Context: an optimization exercise on an open-source flow, tuned for small area. The choices shown serve that exercise and are no tape-out recipe. The RTL was checked by simulation tests, not by an equivalence proof against the original design. Power and IR drop assume default switching activity.

==> build 41 <==
==> flow/design.v <==
module Neuron(
	input CLOCK_50,
	input [1:0] KEY,
	input [3:0] SW,
	input [3:0] GPIO_0,
	output [7:0] LED,
	output [3:0] GPIO_1,
	output [17:0] V_OUT,
	output [17:0] W_OUT,
	output [17:0] SPIKE_COUNT
);
	reg [17:0] v, w;
	reg [17:0] spike_counter;
	reg [5:0] count;
	reg [3:0] led_sw;
	reg [1:0] led_lo;
	reg gpio1_r;
	reg [17:0] acc;      
	reg [17:0] qr;       
	reg wrap;            
	assign V_OUT = v;
	assign W_OUT = w;
	assign SPIKE_COUNT = spike_counter;
	assign LED = {1'b0, led_sw, 1'b0, led_lo};
	assign GPIO_1 = {3'b000, gpio1_r};
	wire rst = ~KEY[0];
	wire upd = (count == 6'd63);
	wire g = GPIO_0[0];
	wire [17:0] h = {v[17], v[17:1]};           
	wire [17:0] I = (led_sw[0] ? 18'h00400 : 18'h0) - (led_sw[1] ? 18'h00400 : 18'h0)
	              + (led_sw[2] ? 18'h00800 : 18'h0) + (led_sw[3] ? 18'h00800 : 18'h0);
	wire q15 = qr[17];
	wire b1 = (count == 6'd18) ? qr[17] : qr[0];    
	reg [1:0] bsel;    
	reg m;             
	reg m0mask;        
	reg inv, cin, shift;
	always @* begin
		bsel = 2'd0; m = 1'b0; m0mask = 1'b0; inv = 1'b0; cin = 1'b0; shift = 1'b0;
		case (count)
			6'd0, 6'd1, 6'd2, 6'd3, 6'd4, 6'd5, 6'd6, 6'd7,
			6'd8, 6'd9, 6'd10, 6'd11, 6'd12, 6'd13, 6'd14, 6'd15: begin
				m = b1; shift = 1'b1;
			end
			6'd16: m = b1;
			6'd17, 6'd18: begin m = b1; inv = 1'b1; cin = 1'b1; end
			6'd19, 6'd20, 6'd21, 6'd22, 6'd23, 6'd24, 6'd25,
			6'd26, 6'd27, 6'd28, 6'd29, 6'd30, 6'd31, 6'd32: begin
				m = qr[0]; inv = 1'b1; cin = 1'b1; shift = 1'b1;
			end
			6'd33: begin m = qr[0]; inv = 1'b1; cin = 1'b1; end
			6'd34: begin bsel = 2'd1; m0mask = 1'b1; inv = 1'b1; cin = 1'b1; shift = 1'b1; end
			6'd35: begin
				m = ~q15; m0mask = 1'b1; inv = q15 & v[1] & ~w[1];
				cin = w[1] & ~(q15 & v[1]); shift = 1'b1;
			end
			6'd36: begin m = q15; inv = 1'b1; cin = 1'b1; end
			6'd37: bsel = 2'd2;
			6'd38, 6'd39, 6'd40, 6'd41: shift = 1'b1;
			6'd42: begin m = 1'b1; cin = v[0]; end
			6'd43: m = 1'b1;
			6'd44, 6'd45: m = 1'b1;
			6'd46: begin bsel = 2'd1; m0mask = 1'b1; inv = 1'b1; cin = 1'b1; shift = 1'b1; end
			6'd47, 6'd48, 6'd49, 6'd50, 6'd51, 6'd52, 6'd53, 6'd54, 6'd55: shift = 1'b1;
			6'd56: bsel = 2'd1;
			6'd63: bsel = 2'd3;
			default: ;
		endcase
	end
	reg [17:0] bsrc;
	always @* begin
		case (bsel)
			2'd0: bsrc = {h[17:1] & {17{m}}, h[0] & m & ~m0mask};
			2'd1: bsrc = {w[17:1], w[0] & ~m0mask};
			2'd2: bsrc = I;
			default: bsrc = {{4{g & ~wrap}}, {8{g}}, 6'd0};
		endcase
	end
	wire [17:0] bx = bsrc ^ {18{inv}};
	wire [18:0] S;
	wire [18:0] cy;
	genvar gi;
	generate for (gi = 0; gi < 18; gi = gi + 1) begin : add
		wire ci = (gi == 0) ? cin : cy[gi-1];
		assign S[gi] = acc[gi] ^ bx[gi] ^ ci;
		assign cy[gi] = (acc[gi] & bx[gi]) | (ci & (acc[gi] ^ bx[gi]));
	end endgenerate
	assign S[18] = acc[17] ^ bx[17] ^ cy[17];
	function [17:0] inc18(input [17:0] a, input c);
		integer i;
		reg cc;
		begin
			cc = c;
			for (i = 0; i < 18; i = i + 1) begin
				inc18[i] = a[i] ^ cc;
				cc = a[i] & cc;
			end
		end
	endfunction
	wire [17:0] vnew = S[17:0];
	wire spk = (vnew[17:15] == 3'b001);
	wire [17:0] count_inc = inc18({12'd0, count}, 1'b1);
	always @(posedge CLOCK_50) begin
		count <= count_inc[5:0];
		spike_counter <= inc18(spike_counter, upd & spk) & {18{~rst}};
		if (rst) begin
			count <= 6'd0;
			led_sw <= SW;
			v <= 18'h32148;
			w <= 18'h3C9BB;
		end else if (upd) begin
			v <= vnew;
			w <= qr;
			led_lo[1] <= g;
			led_lo[0] <= spike_counter[17];
			gpio1_r <= spk;
		end
	end
	always @(posedge CLOCK_50) begin
		if (rst || upd || count == 6'd43)
			acc <= 18'd0;
		else if (count == 6'd62)
			acc <= qr;
		else if (count == 6'd18)
			acc <= 18'h0FFFF;
		else if (shift)
			acc <= S[18:1];
		else
			acc <= S[17:0];
		if (rst)
			qr <= 18'h32148;
		else if (upd || count == 6'd18 || count == 6'd43 || count == 6'd62)
			qr <= S[17:0];
		else
			qr <= {qr[0], qr[17:1]};
		if (count == 6'd42)
			wrap <= (acc[13:6] == 8'h80);
	end
endmodule
==> flow/flow/run.sh <==
#!/bin/bash
set -euo pipefail
here=$(cd "$(dirname "$0")" && pwd)
rm -rf scripts_area
cp -r "$FLOW_HOME/scripts" scripts_area
cp "$here/abc_area.script" scripts_area/abc_speed.script
export BUFFER_PORTS_ARGS="-buffer_cell sky130_fd_sc_hd__buf_1"
export CTS_ARGS="-sink_clustering_enable -repair_clock_nets -dont_use_dummy_load -buf_list sky130_fd_sc_hd__clkbuf_8"
bash standard.sh "SCRIPTS_DIR=$PWD/scripts_area" "ADDER_MAP_FILE=" finish > flow_make.log 2>&1
==> flow/flow/abc_area.script <==
strash
&get -n
&deepsyn -T 60
&put
dch -f
amap -m -F 2
strash
dch -f
amap -m -F 2
strash
dch -f
amap -m -F 2
topo
==> flow/standard.sh <==
#!/bin/bash
# synth_recipe.tcl (not shown) runs the flow's synth.tcl, then flattens the netlist and writes it again
# the make line also repeats each setting of config.mk as NAME=value (left out here)
make -C /OpenROAD-flow-scripts/flow DESIGN_CONFIG=/design/flow/config.mk WORK_HOME=/design/flow/orfs CLKGATE_MAP_FILE= SYNTH_SCRIPT=/design/flow/synth_recipe.tcl "${@:-finish}"
==> flow/config.mk <==
export PLATFORM = sky130hd
export DESIGN_NAME = Neuron
export DESIGN_NICKNAME = Neuron
export VERILOG_FILES = /design/flow/design.v
export SDC_FILE = /design/flow/constraint.sdc
export NUM_CORES = 4
export LEC_CHECK = 0
export CAP_MARGIN = 20
export CORE_MARGIN = 2
export CORE_UTILIZATION = 40
export SLEW_MARGIN = 20
==> flow/constraint.sdc <==
create_clock -name core_clock -period 22.0 [get_ports {CLOCK_50}]
set_input_delay 4.4000 -clock core_clock [delete_from_list [all_inputs] [get_ports {CLOCK_50}]]
set_output_delay 4.4000 -clock core_clock [all_outputs]
set_load 0.01 [all_outputs]
==> inputs of trial 57, as changes to build 41 <==
--- a/flow/flow/run.sh
+++ b/flow/flow/run.sh
@@ -7,3 +7,3 @@
 export BUFFER_PORTS_ARGS="-buffer_cell sky130_fd_sc_hd__buf_1"
 export CTS_ARGS="-sink_clustering_enable -repair_clock_nets -dont_use_dummy_load -buf_list sky130_fd_sc_hd__clkbuf_8"
-bash standard.sh "SCRIPTS_DIR=$PWD/scripts_area" "ADDER_MAP_FILE=" finish > flow_make.log 2>&1
+bash standard.sh "SCRIPTS_DIR=$PWD/scripts_area" finish > flow_make.log 2>&1
==> inputs of build 6, as changes to build 41 <==
==> flow/flow/run.sh (replaced) <==
#!/bin/bash
# Standard ORFS layout (the standard.sh, standard synthesis unchanged), with
# two placement/CTS options changed:
#  - port buffers use sky130_fd_sc_hd__buf_1 instead of the resizer's default pick
#    (every input and output port still gets its own buffer);
#  - clock tree built from clkbuf_8 cells, without dummy loads.
set -euo pipefail
export BUFFER_PORTS_ARGS="-buffer_cell sky130_fd_sc_hd__buf_1"
export CTS_ARGS="-sink_clustering_enable -repair_clock_nets -dont_use_dummy_load -buf_list sky130_fd_sc_hd__clkbuf_8"
bash standard.sh finish > flow_make.log 2>&1
- CORE_UTILIZATION: 40 -> 65
- PLACE_DENSITY: not set -> 0.75
removed: flow/flow/abc_area.script
==> metrics.csv <==
stage,metric,value,unit
outcome,status,timing/DRC/antenna clean,
yosys,Adder-Cell Fraction of Synth Area,0.1542,
critical_path,CP bufs+invs,6,
detailed_routing,post-DR wirelength/cell,16.38,µm
sta,Max Clock Skew,0.01331,ns
yosys,Avg Inst Size Synth,9.284,µm²
detailed_routing,Via density,5.419,
critical_path,slowest library cell on the worst path,dfxtp_1,
-- figures above: trial 57

==> metrics.csv <==
stage,metric,value,unit
outcome,status,timing/DRC/antenna clean,
yosys,Avg Inst Size Synth,7.906,µm²
finish,multi-input logic portion of the cell area,0.4177,
detailed_routing,post-DR wirelength/cell,15.41,µm
sta,Max Clock Skew,0.01725,ns
critical_path,slowest library cell on the worst path,nor2_1,
finish,Final Net Count,668,
detailed_routing,Via density,5.436,
critical_path,CP bufs+invs,4,
yosys,Adder-Cell Fraction of Synth Area,0,
pwr,P_seq,0.234,mW
grt,first-pass GRT wire length,20.36,mm
clock_network,htree depth,3,
-- figures above: build 41

==> metrics.csv <==
stage,metric,value,unit
critical_path,CP bufs+invs,2,
finish,Seq cells,104,
outcome,status,timing/DRC/antenna clean,
clock_network,CTS tree,yes,
sta,Max Clock Skew,0.03164,ns
detailed_routing,post-DR wirelength/cell,17.49,µm
yosys,Avg Inst Size Synth,9.616,µm²
place,Setup WS pre-CTS,8.172,ns
-- figures above: build 6


==> run a: inputs <==
// Neuron: RTL as listed in full above, without the edits since
==> flow/config.mk <==
export PLATFORM = sky130hd
export DESIGN_NAME = Neuron
export DESIGN_NICKNAME = Neuron
export VERILOG_FILES = /design/flow/design.v
export SDC_FILE = /design/flow/constraint.sdc
export NUM_CORES = 4
export LEC_CHECK = 0
export CAP_MARGIN = 20
export CORE_MARGIN = 2
export CORE_UTILIZATION = 40
export SLEW_MARGIN = 20
==> flow/constraint.sdc <==
create_clock -name core_clock -period 22.0 [get_ports {CLOCK_50}]
set_input_delay 4.4000 -clock core_clock [delete_from_list [all_inputs] [get_ports {CLOCK_50}]]
set_output_delay 4.4000 -clock core_clock [all_outputs]
set_load 0.01 [all_outputs]
standard.sh (not shown) runs the stock make flow with config.mk's settings and CLKGATE_MAP_FILE= SYNTH_SCRIPT=/design/flow/synth_recipe.tcl, a recipe that flattens the netlist after the stock synthesis.
==> flow/flow/run.sh <==
#!/bin/bash
# Standard ORFS layout (the standard.sh, standard synthesis unchanged), with
# two placement/CTS options changed:
#  - port buffers use sky130_fd_sc_hd__buf_1 instead of the resizer's default pick
#    (every input and output port still gets its own buffer);
#  - clock tree built from clkbuf_8 cells, without dummy loads.
set -euo pipefail
export BUFFER_PORTS_ARGS="-buffer_cell sky130_fd_sc_hd__buf_1"
export CTS_ARGS="-repair_clock_nets -dont_use_dummy_load -buf_list sky130_fd_sc_hd__clkbuf_8"
bash standard.sh finish > flow_make.log 2>&1
==> run b (differences from run a) <==
--- a/flow/design.v
+++ b/flow/design.v
@@ -46,3 +46,4 @@
 			6'd17, 6'd18: begin m = b1; inv = 1'b1; cin = 1'b1; end
-			6'd19, 6'd20, 6'd21, 6'd22, 6'd23, 6'd24, 6'd25,
+			6'd19: begin m = qr[0]; inv = 1'b1; shift = 1'b1; end
+			6'd20, 6'd21, 6'd22, 6'd23, 6'd24, 6'd25,
 			6'd26, 6'd27, 6'd28, 6'd29, 6'd30, 6'd31, 6'd32: begin
@@ -57,3 +58,3 @@
 			6'd36: begin m = q15; inv = 1'b1; cin = 1'b1; end
-			6'd37: bsel = 2'd2;
+			6'd37: begin bsel = 2'd2; cin = 1'b1; end
 			6'd38, 6'd39, 6'd40, 6'd41: shift = 1'b1;
@@ -119,3 +120,3 @@
 	always @(posedge CLOCK_50) begin
-		if (rst || upd || count == 6'd43)
+		if (rst || upd || count == 6'd18 || count == 6'd43)
 			acc <= 18'd0;
@@ -123,4 +124,2 @@
 			acc <= qr;
-		else if (count == 6'd18)
-			acc <= 18'h0FFFF;
 		else if (shift)
==> flow/flow/run.sh (replaced) <==
#!/bin/bash
# Standard ORFS layout (the standard.sh) with these changes in how the
# layout is made:
#  - synthesis is run with three &deepsyn random seeds, each in its own work
#    folder, and the layout continues from the one with the smallest cell area;
#  - no ADDER_MAP_FILE, so full/half adders are not pre-mapped to fa/ha
#    cells and ABC maps that logic together with the rest;
#  - port buffers use sky130_fd_sc_hd__buf_1 (every port still gets one);
#  - the clock tree is built from clkbuf_8 cells without dummy loads.
# Logs: synth_s<seed>.log (each synthesis run), synth_seeds.log (areas and the
# pick), flow_make.log (the rest of the flow), and ORFS's own logs under orfs/.
set -euo pipefail
here=$(cd "$(dirname "$0")" && pwd)
best=""
best_area=""
for s in 0 1 2; do
  d="$PWD/scripts_s$s"
  rm -rf "$d" "orfs_s$s"
  cp -r "$FLOW_HOME/scripts" "$d"
  sed "s/&deepsyn -T 60/\&deepsyn -T 60 -S $s/" "$here/abc_area.script" > "$d/abc_speed.script"
  bash standard.sh "SCRIPTS_DIR=$d" "ADDER_MAP_FILE=" "WORK_HOME=$PWD/orfs_s$s" synth > "synth_s$s.log" 2>&1
  area=$(awk '/Chip area for module/ {a = $NF} END {print a}' "orfs_s$s/reports/$FLOW_PLATFORM/Neuron/base/synth_stat.txt")
  echo "seed $s: synthesis cell area $area" >> synth_seeds.log
  if [[ -z "$best" ]] || awk -v a="$area" -v b="$best_area" 'BEGIN { exit !(a < b) }'; then
    best=$s
    best_area=$area
  fi
done
echo "continuing with seed $best" >> synth_seeds.log
rm -rf orfs
cp -rp "orfs_s$best" orfs
bash standard.sh "SCRIPTS_DIR=$PWD/scripts_s$best" "ADDER_MAP_FILE=" finish > flow_make.log 2>&1
==> flow/flow/abc_area.script (new file) <==
strash
&get -n
&deepsyn -T 60
&put
dch -f
amap -m -F 2
strash
dch -f
amap -m -F 2
strash
dch -f
amap -m -F 2
topo
==> run c (differences from run a) <==
==> flow/flow/run.sh (replaced) <==
#!/bin/bash
# Standard ORFS layout (the standard.sh) with these changes in how the
# layout is made:
#  - no ADDER_MAP_FILE, so full/half adders are not pre-mapped to fa/ha
#    cells and ABC maps that logic together with the rest;
#  - port buffers use sky130_fd_sc_hd__buf_1 (every port still gets one);
#  - the clock tree is built from clkbuf_8 cells without dummy loads.
set -euo pipefail
here=$(cd "$(dirname "$0")" && pwd)
rm -rf scripts_area
cp -r "$FLOW_HOME/scripts" scripts_area
cp "$here/abc_area.script" scripts_area/abc_speed.script
export BUFFER_PORTS_ARGS="-buffer_cell sky130_fd_sc_hd__buf_1"
export CTS_ARGS="-sink_clustering_enable -repair_clock_nets -dont_use_dummy_load -buf_list sky130_fd_sc_hd__clkbuf_8"
bash standard.sh "SCRIPTS_DIR=$PWD/scripts_area" "ADDER_MAP_FILE=" finish > flow_make.log 2>&1
==> flow/flow/abc_area.script (new file) <==
strash
&get -n
&deepsyn -T 60
&put
dch -f
amap -m -F 2
strash
dch -f
amap -m -F 2
strash
dch -f
amap -m -F 2
topo
==> qor summary <==
| item | run a | run b | run c |
|---|---|---|---|
| Status | complete, no violations | complete, no violations | complete, no violations |
| Setup Skew | 0.0160 ns | 0.0137 ns | 0.0173 ns |
| Grt met3 use | 0.0304 | 0.0427 | 0.0476 |
| Worst-margin pin slew | 0.950 ns | 0.847 ns | 0.977 ns |
| Multi-input combinational area share | 0.497 | 0.368 | 0.418 |
| Final period utilization | 0.627 | 0.487 | 0.536 |
| Biggest area consumer among cell classes | multi-input combinational cells | sequential cells | sequential cells |
| Worst-case vdd ir drop | 0.0000250 V | 0.0000427 V | 0.0000375 V |
| Startpoint-to-endpoint class of the critical path | reg -> reg | in -> reg | reg -> reg |
| Overall routing resource usage | 0.184 | 0.219 | 0.206 |
| Initial Util | 0.408 | 0.411 | 0.415 |
| Inserted tap cell count | 176 | 140 | 140 |
| Leading cell type by number of instances after synthesis | sky130_fd_sc_hd__dfxtp_1 | sky130_fd_sc_hd__dfxtp_1 | sky130_fd_sc_hd__nor2_1 |
| Clock buffer and inverter area fraction after layout | 0.0213 | 0.0347 | 0.0242 |
| Area after detailed placement | 0.00570 mm^2 | 0.00533 mm^2 | 0.00499 mm^2 |

[what the ideal ports hide]
Ports are ideal in the flow. The routed layouts listed here were re-timed in OpenROAD.
Step 1 assumes that a clkbuf_16 drives the clock port and a buf_2 every other input.
Step 2 times the ports against the registers' clock, not the clock port: input delays grow and output delays shrink by t, the midpoint of the rising clock arrivals with the driver on.
Three values: no drivers, after step 1, after step 2; two values: the first two.
| run | shift t [ns] | setup WS [ns] | hold slack, ns | worst setup path after step 2 |
|---|---|---|---|---|
| build 41 | 0.406 | 10.201 / 10.201 / 10.201 | 0.460 / 0.460 / 0.460 | register to register |
| trial 57 | 0.399 | 8.030 / 8.030 / 8.030 | 0.466 / 0.466 / 0.466 | register to register |
| build 6 | 0.390 | 8.314 / 8.314 / 8.110 | 0.457 / 0.457 / 0.457 | input to register |
| run a | 0.400 | 8.208 / 8.208 / 8.098 | 0.462 / 0.462 / 0.462 | input to register |
| run b | 0.405 | 11.288 / 11.292 / 10.887 | 0.468 / 0.468 / 0.468 | input to register |
| run c | 0.406 | 10.201 / 10.201 / 10.201 | 0.460 / 0.460 / 0.460 | register to register |
After both steps setup and hold are still met in every run listed. For run b, which loses most, drivers alone change the setup slack by +0.004 ns; drivers and shift together by -0.401 ns.
